What follows belongs to an exercise in optimizing a design on an open flow for a short achievable clock period and few clock cycles; a production flow would make more cautious choices.
The RTL was checked by simulation tests, not by an equivalence proof against the original design.
Power and IR drop assume default switching activity.

## CPU_pipelined_module
module CPU_pipelined_module (
    input clk,
    input rst,
    output [31:0] pc,
    input [31:0] imem_data,
    output [31:0] data_pc,
    output data_wr_en,
    output [31:0] data_addr,
    output [3:0] data_wr_mask,
    output [31:0] data_wr_data,
    input [31:0] data_rd_data
);
Settings: LEC_CHECK=0, ABC_CLOCK_PERIOD_IN_PS=3500, CAP_MARGIN=20, CORE_MARGIN=2, CORE_UTILIZATION=40, CTS_CLUSTER_DIAMETER=100, CTS_CLUSTER_SIZE=20, SETUP_SLACK_MARGIN=5, SLEW_MARGIN=20; clock period 13.5 ns.
standard.sh (not shown) runs the stock make flow with config.mk's settings and CLKGATE_MAP_FILE= SYNTH_SCRIPT=/design/flow/synth_recipe.tcl, a recipe that flattens the netlist after the stock synthesis.
==> flow/flow/run.sh <==
#!/bin/bash
set -euo pipefail
bash standard.sh SETUP_SLACK_MARGIN=9.8 finish > flow_make.log 2>&1
Testbench counts at the start, summed over its fixed seeds: cycles 127,278.
Change:
--- a/flow/design.v
+++ b/flow/design.v
@@ -1,28 +1,32 @@
 module alu_module (
     input [31:0] in_A, in_B,
-    input [7:0] alu_sel,
+    input [2:0] alu_sel,
     input variant_sel,
-    output [31:0] alu_out
+    output reg [31:0] alu_out
 );
     wire [31:0] sum = variant_sel ? in_A - in_B : in_A + in_B;
     wire lt  = $signed(in_A) < $signed(in_B);
     wire ltu = in_A < in_B;
     wire [31:0] shl = in_A << in_B[4:0];
     wire [31:0] shr = $signed({variant_sel & in_A[31], in_A}) >>> in_B[4:0];
-    assign alu_out = ({32{alu_sel[3'b000]}} & sum) |
-                     ({32{alu_sel[3'b001]}}     & shl) |
-                     {31'd0, alu_sel[3'b010]  & lt} |
-                     {31'd0, alu_sel[3'b011] & ltu} |
-                     ({32{alu_sel[3'b100]}}     & (in_A ^ in_B)) |
-                     ({32{alu_sel[3'b110]}}      & (in_A | in_B)) |
-                     ({32{alu_sel[3'b111]}}     & (in_A & in_B)) |
-                     ({32{alu_sel[3'b101]}} & shr);
+    always @(*) begin
+        case (alu_sel)
+        3'b000: alu_out = sum;
+        3'b001:     alu_out = shl;
+        3'b010:     alu_out = {31'd0, lt};
+        3'b011:    alu_out = {31'd0, ltu};
+        3'b100:     alu_out = in_A ^ in_B;
+        3'b110:      alu_out = in_A | in_B;
+        3'b111:     alu_out = in_A & in_B;
+        default:      alu_out = shr;
+        endcase
+    end
 endmodule
 module branch_comp(
     input [31:0] rs1,
     input [31:0] rs2,
     input [2:0] branch_sel,
     output reg branch_taken
 );
     wire eq  = rs1 == rs2;
     wire lt  = $signed(rs1) < $signed(rs2);
@@ -259,20 +263,22 @@
         pc_n <= ~next_pc;
     end
     reg        w_en;
     reg [29:0] w_tag, w_tgt;
     always @(posedge clk) begin
         if (rst)
             w_en <= 1'b0;
         else
             w_en <= btb_we;
-        w_tag <= btb_wpc[31:2];
-        w_tgt <= btb_wtgt[31:2];
+        if (btb_we) begin
+            w_tag <= btb_wpc[31:2];
+            w_tgt <= btb_wtgt[31:2];
+        end
     end
     always @(posedge clk) begin
         if (rst) begin
             valid <= 0;
             victim <= 0;
         end else if (w_en) begin
             valid[victim] <= 1'b1;
             victim <= victim + 1'b1;
         end
@@ -287,36 +293,36 @@
 module dex_module(
     input [31:0] pc,
     input [31:0] pc4,
     input [31:0] rs1_val,
     input [31:0] rs2_val,
     input [31:0] alu_imm,
     input [31:0] tgt_imm,
     input [31:0] tgt,           
     input [31:0] alu_a, alu_b,   
-    input [7:0] alu_sel,        
+    input [2:0] alu_f3,
     input alu_alt,
     input [2:0] f3,
     input is_branch, is_jal, is_jalr,
     input btb_hit,              
     input [31:0] btb_tgt,
     input d_jump,               
     output [31:0] result,       
     output [31:0] addr,         
     output mispredict,          
     output [31:0] next_pc,      
     output learn                
 );
     wire [31:0] alu_out;
     alu_module alu (
         .in_A(alu_a),
         .in_B(alu_b),
-        .alu_sel(alu_sel),
+        .alu_sel(alu_f3),
         .variant_sel(alu_alt),
         .alu_out(alu_out)
     );
     assign result = alu_out;    
     assign addr = rs1_val + alu_imm;
     wire cond;
     branch_comp bc (
         .rs1(rs1_val),
         .rs2(rs2_val),
@@ -462,20 +468,19 @@
         .wd(w_val),
         .rd1(rf_rs1), .rd2(rf_rs2)
     );
     reg        e_valid;
     reg [31:0] e_pc4, e_rs1v, e_rs2v, e_aimm, e_timm, e_tgt, e_ptgt;
     reg [4:0]  e_rd;
     reg        e_we, e_ld, e_st, e_br, e_jal, e_jalr, e_alt;
     reg [31:0] e_a, e_b;
     reg        e_btbhit, e_djump;
-    reg [2:0]  e_f3;
-    reg [7:0]  e_alusel;     
+    reg [2:0]  e_aluf3, e_f3;
     wire [31:0] ex_result;
     reg        m1_we, m1_ld;
     reg [4:0]  m1_rd;
     reg [31:0] m1_res;
     reg [2:0]  m1_f3;
     reg [1:0]  m1_off;
     wire [31:0] rs1_val, rs2_val, a_val, b_val;
     wire haz;
     hazard_control haz_ctrl (
@@ -562,30 +567,30 @@
         e_rs1v <= rs1_val;
         e_rs2v <= rs2_val;
         e_aimm <= alu_imm;
         e_timm <= tgt_imm;
         e_tgt <= d_tgt;
         e_ptgt <= d_ptgt;
         e_rd <= rd;
         e_a <= a_val;
         e_b <= b_val;
-        e_alusel <= 8'd1 << alu_f3;
+        e_aluf3 <= alu_f3;
         e_alt <= alu_alt;
         e_f3 <= f3;
     end
     wire [31:0] ex_addr;
     wire mispredict;
     dex_module dex (
         .pc(e_pc), .pc4(e_pc4),
         .rs1_val(e_rs1v), .rs2_val(e_rs2v),
         .alu_imm(e_aimm), .tgt_imm(e_timm), .tgt(e_tgt),
         .alu_a(e_a), .alu_b(e_b),
-        .alu_sel(e_alusel), .alu_alt(e_alt), .f3(e_f3),
+        .alu_f3(e_aluf3), .alu_alt(e_alt), .f3(e_f3),
         .is_branch(e_br), .is_jal(e_jal), .is_jalr(e_jalr),
         .btb_hit(e_btbhit), .btb_tgt(e_ptgt), .d_jump(e_djump),
         .result(ex_result),
         .addr(ex_addr),
         .mispredict(mispredict),
         .next_pc(redirect_pc),
         .learn(learn)
     );
     assign redirect = e_valid && mispredict;
Effect: Critical path depth came out higher by 10. Global-route usage goes down by 0.57 points. Wire length came out lower by about 0.8%. Design area rose by 0.59%. Register-to-register slack got worse by 0.20 ns. Total power rises by about 2.2%. Clock skew came out lower by 0.044 ns.
Testbench counts after the change, summed over its fixed seeds: cycles 127,278.


Another version of the RTL of CPU_pipelined_module (not shown whole).
Size in the first run: ~7300 cells after synthesis, ~2200 flip-flops, about 200 I/O pins.
clock: 13.5 ns
lec_check: 0
abc_clock_period_in_ps: 3500
cap_margin: 20
core_margin: 2
core_utilization: 40
cts_cluster_diameter: 100
cts_cluster_size: 20
setup_slack_margin: 5
slew_margin: 20
Scripts as last shown in full above: flow/flow/run.sh
The first run completed with no timing, DRC or antenna violations.
Testbench counts at the start, summed over its fixed seeds: cycles 126,349.
Then changed:
--- a/flow/design.v
+++ b/flow/design.v
@@ -262,20 +262,22 @@
         pc_n <= ~next_pc;
     end
     reg        w_en;
     reg [29:0] w_tag, w_tgt;
     always @(posedge clk) begin
         if (rst)
             w_en <= 1'b0;
         else
             w_en <= btb_we;
-        w_tag <= btb_wpc[31:2];
-        w_tgt <= btb_wtgt[31:2];
+        if (btb_we) begin
+            w_tag <= btb_wpc[31:2];
+            w_tgt <= btb_wtgt[31:2];
+        end
     end
     always @(posedge clk) begin
         if (rst) begin
             valid <= 0;
             victim <= 0;
         end else if (w_en) begin
             valid[victim] <= 1'b1;
             victim <= victim + 1'b1;
         end
@@ -420,23 +422,25 @@
         .pred_taken(pred_taken),
         .pred_tgt(pred_tgt)
     );
     reg        f2_valid;
     reg [31:0] f2_pc;
     reg        f2_pred;
     reg [31:0] f2_ptgt;
     reg        stall_q;
     reg        s_valid;
-    reg [31:0] s_ir, s_pc, s_ptgt;
-    reg        s_pred;
+    reg [31:0] s_ir, s_pc, s_ptgt, s_toff;
+    reg        s_pred, s_isjump;
     reg        d_valid;
     reg [31:0] d_ir, d_pc, d_ptgt;
     reg        d_pred;
+    reg [31:0] d_toff;       
+    reg        d_isjump;     
     wire [4:0] rs1, rs2, rd;
     wire uses_rs1, uses_rs2, reg_write, is_load, is_store, is_branch, is_jal, is_jalr;
     wire a_pc, a_zero, b_imm, alu_alt;
     wire [2:0] alu_f3, f3;
     wire [31:0] alu_imm, tgt_imm;
     instruction_decoder dec (
         .inst(d_ir),
         .rs1(rs1), .rs2(rs2), .rd(rd),
         .uses_rs1(uses_rs1), .uses_rs2(uses_rs2),
@@ -495,23 +499,25 @@
         .a_pc(a_pc), .a_zero(a_zero), .b_imm(b_imm),
         .pc(d_pc), .imm(alu_imm),
         .rs1_val(rs1_val), .rs2_val(rs2_val),
         .a_val(a_val), .b_val(b_val),
         .st_from_ld(st_from_ld),
         .stall(haz)
     );
     assign stall = d_valid && haz;
     wire go = d_valid && !stall && !redirect;    
-    wire d_jump = !d_pred && (is_jal || (is_branch && d_ir[31]));
-    wire [31:0] d_tgt_j = d_pc + {{12{d_ir[31]}}, d_ir[19:12], d_ir[20], d_ir[30:21], 1'b0};
-    wire [31:0] d_tgt_b = d_pc + {{20{d_ir[31]}}, d_ir[7], d_ir[30:25], d_ir[11:8], 1'b0};
-    assign d_tgt = is_jal ? d_tgt_j : d_tgt_b;
+    wire d_jump = !d_pred && d_isjump;
+    assign d_tgt = d_pc + d_toff;
     assign d_redirect = go && d_jump;
+    wire [31:0] fi = imem_data;
+    wire [31:0] f2_toff = fi[3] ? {{12{fi[31]}}, fi[19:12], fi[20], fi[30:21], 1'b0}
+                                : {{20{fi[31]}}, fi[7], fi[30:25], fi[11:8], 1'b0};
+    wire f2_isjump = fi[6:0] == 7'b1101111 || (fi[6:0] == 7'b1100011 && fi[31]);
     always @(posedge clk) begin
         f2_pc <= f1_pc;
         f2_pred <= pred_taken;
         f2_ptgt <= pred_tgt;
         if (rst) begin
             f2_valid <= 1'b0;
             stall_q <= 1'b0;
             s_valid <= 1'b0;
             d_valid <= 1'b0;
@@ -528,24 +534,28 @@
             f2_valid <= !d_redirect;
             stall_q <= 1'b0;
             d_valid <= !d_redirect && (stall_q ? s_valid : f2_valid);
         end
         if (!stall_q) begin
             s_ir <= imem_data;
             s_pc <= f2_pc;
             s_pred <= f2_pred;
             s_ptgt <= f2_ptgt;
+            s_toff <= f2_toff;
+            s_isjump <= f2_isjump;
         end
         if (!stall) begin
             d_ir <= stall_q ? s_ir : imem_data;
             d_pc <= stall_q ? s_pc : f2_pc;
             d_pred <= stall_q ? s_pred : f2_pred;
             d_ptgt <= stall_q ? s_ptgt : f2_ptgt;
+            d_toff <= stall_q ? s_toff : f2_toff;
+            d_isjump <= stall_q ? s_isjump : f2_isjump;
         end
     end
     always @(posedge clk) begin
         if (rst) begin
             e_valid <= 1'b0;
             e_we <= 1'b0;
             e_ld <= 1'b0;
             e_st <= 1'b0;
             e_br <= 1'b0;
Synthesized area climbs by 3.3%.
Die area is higher by 3.3%.
Clock-buffer cell count drops by 2.
Routed wire length climbs by 6.4%.
Final area increases by 2.4%.
Worst hold slack is better by 4.3 ps.
Clock power increases by about 2%.
Clock skew increases by 11 ps.
Maximum frequency stays flat.
Register-to-register slack is better by 170 ps.
Power climbs by 2.5%.
Global-route usage is higher by 0.70 points.
Setup slack gets better by 10 ps.
Testbench counts after the change, summed over its fixed seeds: cycles 126,349.

==> what the ideal ports hide <==
How much do the figures lean on ideal ports? The routed layouts below were timed once more, with nothing changed but the port constraints. Step 1, drivers: a clkbuf_16 drives clk and a buf_2 each remaining input, both assumed. Step 2 times the ports against the registers' clock, not the clock port: input delays grow and output delays shrink by t, the midpoint of the rising clock arrivals with the driver on. Slacks: ideal / step 1 / step 2; pairs: ideal / step 1.
| run | t (ns) | setup WS [ns] | worst hold slack (ns) |
|---|---|---|---|
| the first run of note 1 | 0.899 | 9.453 / 9.360 / 8.878 | 0.278 / 0.278 / 0.278 |
| the second run of note 1 | 0.913 | 9.276 / 9.276 / 8.730 | 0.339 / 0.339 / 0.339 |
| the first run of note 2 | 0.909 | 9.397 / 9.302 / 8.668 | 0.325 / 0.325 / 0.325 |
| the second run of note 2 | 0.933 | 9.408 / 9.312 / 8.748 | 0.329 / 0.329 / 0.329 |
After both steps setup and hold are still met in every run listed. The setup slack of the first run of note 2, which loses most, moves by -0.095 ns with the drivers and by -0.729 ns with both steps.
